Background: an optimization exercise with open tools, aiming at small area. Do not read the settings as production practice. Only simulation tests tie the RTL to the original design; equivalence was not proved. The clock port is modelled as an ideal driver; clocking choices that lean on that would not hold on a real chip.

==> inputs of trial 84 <==
## cordic
module cordic(input clk,
              input signed [7:0] x_in,
              input signed [7:0] y_in,
              output signed [31:0] r,
              output signed [31:0] phi,
              output signed [31:0] dummy1,
              output signed [31:0] dummy2,
              output signed [31:0] dummy3);
clock: 10.0 ns
lec_check: 0
cap_margin: 20
core_margin: 2
core_utilization: 40
cts_buf_list: sky130_fd_sc_hd__clkbuf_16
cts_cluster_diameter: 80
cts_cluster_size: 30
slew_margin: 20
standard.sh (not shown) runs the stock make flow with config.mk's settings and CLKGATE_MAP_FILE= SYNTH_SCRIPT=/design/flow/synth_recipe.tcl, a recipe that flattens the netlist after the stock synthesis.
==> flow/flow/run.sh <==
#!/bin/bash
set -euo pipefail
export BUFFER_PORTS_ARGS="-buffer_cell sky130_fd_sc_hd__buf_1"
export CTS_ARGS="-sink_clustering_enable -repair_clock_nets -dont_use_dummy_load -buf_list sky130_fd_sc_hd__clkbuf_16 -sink_clustering_size 30 -sink_clustering_max_diameter 110"
bash standard.sh synth > synth_flow.log 2>&1
R=orfs/results/sky130hd/cordic/base
cp "$R/1_2_yosys.v" "$R/1_2_yosys_standard.v"
python3 flow/runflip.py "$R/1_2_yosys_standard.v" "$R/1_2_yosys_flipped.v" > flip.log 2>&1
sleep 1
cp "$R/1_2_yosys_flipped.v" "$R/1_2_yosys.v"
bash standard.sh > standard_flow.log 2>&1
Other scripts of this flow, unchanged in this note and not shown: flow/flow/flip.py, flow/flow/nl.py, flow/flow/runflip.py
==> build 12 (differences from trial 84) <==
--- a/flow/design.v
+++ b/flow/design.v
@@ -1943,26 +1943,26 @@
     assign n2461 = (n40_r17 & n149_r17) | (n40_r17 & n2458) | (n149_r17 & n2458);
     assign n2462 = ~n2461;
     assign n2463 = n9_r17 & n40_r17;
     assign n2464 = n9_r17 & n2266_r17;
     assign n2465 = n9_r17 ^ n2422_r17;
     assign n2466 = n9_r17 & n2422_r17;
-    assign n2468 = (~n2425_r17) ^ n2463 ^ n2466;
-    assign n2469 = ((~n2425_r17) & n2463) | ((~n2425_r17) & n2466) | (n2463 & n2466);
-    assign n2471 = (~n2428_r17) ^ n2464 ^ n2469;
-    assign n2472 = ((~n2428_r17) & n2464) | ((~n2428_r17) & n2469) | (n2464 & n2469);
-    assign n2474 = (~n2431_r17) ^ n2464 ^ n2472;
-    assign n2475 = ((~n2431_r17) & n2464) | ((~n2431_r17) & n2472) | (n2464 & n2472);
-    assign n2477 = (~n2434_r17) ^ n2464 ^ n2475;
-    assign n2478 = ((~n2434_r17) & n2464) | ((~n2434_r17) & n2475) | (n2464 & n2475);
-    assign n2480 = (~n2437_r17) ^ n2463 ^ n2478;
-    assign n2481 = ((~n2437_r17) & n2463) | ((~n2437_r17) & n2478) | (n2463 & n2478);
+    assign n2468 = n2425_r17 ^ n2463 ^ n2466;
+    assign n2469 = (n2425_r17 & n2463) | (n2425_r17 & n2466) | (n2463 & n2466);
+    assign n2471 = n2428_r17 ^ n2464 ^ n2469;
+    assign n2472 = (n2428_r17 & n2464) | (n2428_r17 & n2469) | (n2464 & n2469);
+    assign n2474 = n2431_r17 ^ n2464 ^ n2472;
+    assign n2475 = (n2431_r17 & n2464) | (n2431_r17 & n2472) | (n2464 & n2472);
+    assign n2477 = n2434_r17 ^ n2464 ^ n2475;
+    assign n2478 = (n2434_r17 & n2464) | (n2434_r17 & n2475) | (n2464 & n2475);
+    assign n2480 = n2437_r17 ^ n2463 ^ n2478;
+    assign n2481 = (n2437_r17 & n2463) | (n2437_r17 & n2478) | (n2463 & n2478);
     assign n2483 = n2439_r17 ^ n2464 ^ n2481;
     assign n2484 = (n2439_r17 & n2464) | (n2439_r17 & n2481) | (n2464 & n2481);
-    assign n2486 = (~n2442_r17) ^ n2464 ^ n2484;
-    assign n2487 = ((~n2442_r17) & n2464) | ((~n2442_r17) & n2484) | (n2464 & n2484);
+    assign n2486 = n2442_r17 ^ n2464 ^ n2484;
+    assign n2487 = (n2442_r17 & n2464) | (n2442_r17 & n2484) | (n2464 & n2484);
     assign n2489 = n2445 ^ n2464 ^ n2487;
     assign n2490 = (n2445 & n2464) | (n2445 & n2487) | (n2464 & n2487);
     assign n2492 = n2448 ^ n2463 ^ n2490;
     assign n2493 = (n2448 & n2463) | (n2448 & n2490) | (n2463 & n2490);
     assign n2495 = n2451 ^ n2464 ^ n2493;
     assign n2496 = (n2451 & n2464) | (n2451 & n2493) | (n2464 & n2493);
@@ -2541,20 +2541,20 @@
         n1898_r16 <= n1898;
         n1900_r16 <= n1900;
         n1902_r16 <= n1902;
         n1904_r16 <= n1904;
         n1906_r16 <= n1906;
         n1915_r16 <= n1915;
-        n1990_r17 <= ~n1990;
-        n1993_r17 <= ~n1993;
-        n1996_r17 <= ~n1996;
-        n1999_r17 <= ~n1999;
-        n2002_r17 <= ~n2002;
-        n2005_r17 <= ~n2005;
-        n2008_r17 <= ~n2008;
-        n2011_r17 <= ~n2011;
+        n1990_r17 <= n1990;
+        n1993_r17 <= n1993;
+        n1996_r17 <= n1996;
+        n1999_r17 <= n1999;
+        n2002_r17 <= n2002;
+        n2005_r17 <= n2005;
+        n2008_r17 <= n2008;
+        n2011_r17 <= n2011;
         n2013_r17 <= n2013;
         n2015_r17 <= n2015;
         n2017_r17 <= n2017;
         n2019_r17 <= n2019;
         n2021_r17 <= n2021;
         n2023_r17 <= n2023;
@@ -2578,36 +2578,36 @@
         n2076_r17 <= n2076;
         n2077_r17 <= n2077;
         n2084_r17 <= ~n2084;
         n2103_r17 <= n2103;
         n2154_r17 <= n2154;
         n2194_r17 <= n2194;
-        n2198_r17 <= ~n2198;
-        n2201_r17 <= ~n2201;
-        n2204_r17 <= ~n2204;
-        n2207_r17 <= ~n2207;
-        n2210_r17 <= ~n2210;
+        n2198_r17 <= n2198;
+        n2201_r17 <= n2201;
+        n2204_r17 <= n2204;
+        n2207_r17 <= n2207;
+        n2210_r17 <= n2210;
         n2211_r17 <= n2211;
         n2266_r17 <= n2266;
         n2323_r17 <= n2323;
-        n2328_r17 <= ~n2328;
-        n2370_r17 <= ~n2370;
+        n2328_r17 <= n2328;
+        n2370_r17 <= n2370;
         n2395_r17 <= n2395;
         n2414_r17 <= n2414;
         n2416_r17 <= n2416;
-        n2420_r17 <= ~n2420;
+        n2420_r17 <= n2420;
         n2422_r17 <= n2422;
-        n2425_r17 <= ~n2425;
-        n2428_r17 <= ~n2428;
-        n2431_r17 <= ~n2431;
-        n2434_r17 <= ~n2434;
-        n2437_r17 <= ~n2437;
+        n2425_r17 <= n2425;
+        n2428_r17 <= n2428;
+        n2431_r17 <= n2431;
+        n2434_r17 <= n2434;
+        n2437_r17 <= n2437;
         n2439_r17 <= n2439;
-        n2442_r17 <= ~n2442;
+        n2442_r17 <= n2442;
         n2443_r17 <= n2443;
     end
     assign dummy1 = {1'b0, 1'b0, 1'b0, 1'b0, 1'b0, 1'b0, 1'b0, 1'b0, 1'b0, 1'b0, n2065, n2062_r17, n2060_r17, n2058_r17, n2056_r17, n2054_r17, n2052_r17, n2050_r17, n2048_r17, n2046_r17, n2044_r17, n2042_r17, n2040_r17, n2038_r17, n2036_r17, n2025_r17, n2023_r17, n2021_r17, n2019_r17, n2017_r17, n2015_r17, n2013_r17};
-    assign dummy2 = {(~n2011_r17), (~n2011_r17), (~n2011_r17), (~n2011_r17), (~n2011_r17), (~n2011_r17), (~n2011_r17), (~n2011_r17), (~n2011_r17), (~n2011_r17), (~n2011_r17), (~n2011_r17), (~n2011_r17), (~n2011_r17), (~n2011_r17), (~n2011_r17), (~n2011_r17), (~n2011_r17), (~n2011_r17), (~n2011_r17), (~n2011_r17), (~n2011_r17), (~n2011_r17), (~n2011_r17), (~n2011_r17), (~n2008_r17), (~n2005_r17), (~n2002_r17), (~n1999_r17), (~n1996_r17), (~n1993_r17), (~n1990_r17)};
-    assign r = {1'b0, 1'b0, 1'b0, 1'b0, 1'b0, 1'b0, 1'b0, 1'b0, 1'b0, 1'b0, 1'b0, n2251, n2249, n2246, n2243, n2240, n2237, n2234, n2231, n2228, n2225, n2222, n2219, n2216, n2213, (~n2210_r17), (~n2207_r17), (~n2204_r17), (~n2201_r17), (~n2198_r17), n2195, n2192};
-    assign dummy3 = {n2462, n2462, n2462, n2462, n2462, n2462, n2462, n2462, n2462, n2462, n2462, n2462, n2460, n2457, n2454, n2451, n2448, n2445, (~n2442_r17), n2439_r17, (~n2437_r17), (~n2434_r17), (~n2431_r17), (~n2428_r17), (~n2425_r17), n2422_r17, (~n2420_r17), n2417, n2414_r17, (~n2370_r17), (~n2328_r17), 1'b0};
-    assign phi = {n2510, n2510, n2510, n2510, n2510, n2510, n2510, n2510, n2510, n2510, n2510, n2507, n2504, n2501, n2498, n2495, n2492, n2489, n2486, n2483, n2480, n2477, n2474, n2471, n2468, n2465, (~n2420_r17), n2417, n2414_r17, (~n2370_r17), (~n2328_r17), 1'b0};
+    assign dummy2 = {n2011_r17, n2011_r17, n2011_r17, n2011_r17, n2011_r17, n2011_r17, n2011_r17, n2011_r17, n2011_r17, n2011_r17, n2011_r17, n2011_r17, n2011_r17, n2011_r17, n2011_r17, n2011_r17, n2011_r17, n2011_r17, n2011_r17, n2011_r17, n2011_r17, n2011_r17, n2011_r17, n2011_r17, n2011_r17, n2008_r17, n2005_r17, n2002_r17, n1999_r17, n1996_r17, n1993_r17, n1990_r17};
+    assign r = {1'b0, 1'b0, 1'b0, 1'b0, 1'b0, 1'b0, 1'b0, 1'b0, 1'b0, 1'b0, 1'b0, n2251, n2249, n2246, n2243, n2240, n2237, n2234, n2231, n2228, n2225, n2222, n2219, n2216, n2213, n2210_r17, n2207_r17, n2204_r17, n2201_r17, n2198_r17, n2195, n2192};
+    assign dummy3 = {n2462, n2462, n2462, n2462, n2462, n2462, n2462, n2462, n2462, n2462, n2462, n2462, n2460, n2457, n2454, n2451, n2448, n2445, n2442_r17, n2439_r17, n2437_r17, n2434_r17, n2431_r17, n2428_r17, n2425_r17, n2422_r17, n2420_r17, n2417, n2414_r17, n2370_r17, n2328_r17, 1'b0};
+    assign phi = {n2510, n2510, n2510, n2510, n2510, n2510, n2510, n2510, n2510, n2510, n2510, n2507, n2504, n2501, n2498, n2495, n2492, n2489, n2486, n2483, n2480, n2477, n2474, n2471, n2468, n2465, n2420_r17, n2417, n2414_r17, n2370_r17, n2328_r17, 1'b0};
 endmodule
==> results.txt <==
outcome no timing/DRC/antenna violations; Reg2Reg Depth 26; Layout Skew 0.0541 ns; vias in the first global route 15600; register area 12500 um2; most frequent cells in the layout dfxtp_1, fa_1, xnor2_1, xor2_1, inv_1
[end of results for build 12]
==> results.txt <==
outcome no timing/DRC/antenna violations; sequential cell area share 40.3%; Reg2Reg Depth 25; vias in the first global route 15600; Non-CTS inverters 179; most frequent cells in the layout dfxtp_1, fa_1, xnor2_1, inv_1, xor2_1
[end of results for trial 84]

[afterwards: timing with drivers on the ports]
How much do the figures lean on ideal ports? The routed layouts below were timed once more, with nothing changed but the port constraints. Step 1 (the two cells are an assumption about what drives the block):
set clk [get_ports {clk}]
set_driving_cell -lib_cell sky130_fd_sc_hd__clkbuf_16 $clk
set_driving_cell -lib_cell sky130_fd_sc_hd__buf_2 [delete_from_list [all_inputs] $clk]
Step 2 moves the port delays by t, midway between the first and last clock arrival at a register: inputs arrive t later, outputs are due t later. That takes back most of the time a late clock gives input paths. Slacks: no drivers / after step 1 / after step 2; pairs: no drivers / after step 1.
run | t (ns) | slack for setup (ns) | worst hold slack (ns)
trial 84 | 0.628 | 0.384 / 0.325 / 0.393 | 0.307 / 0.307 / 0.307
build 12 | 0.632 | 0.351 / 0.287 / 0.419 | 0.301 / 0.301 / 0.301
After both steps setup and hold are still met in every run listed.
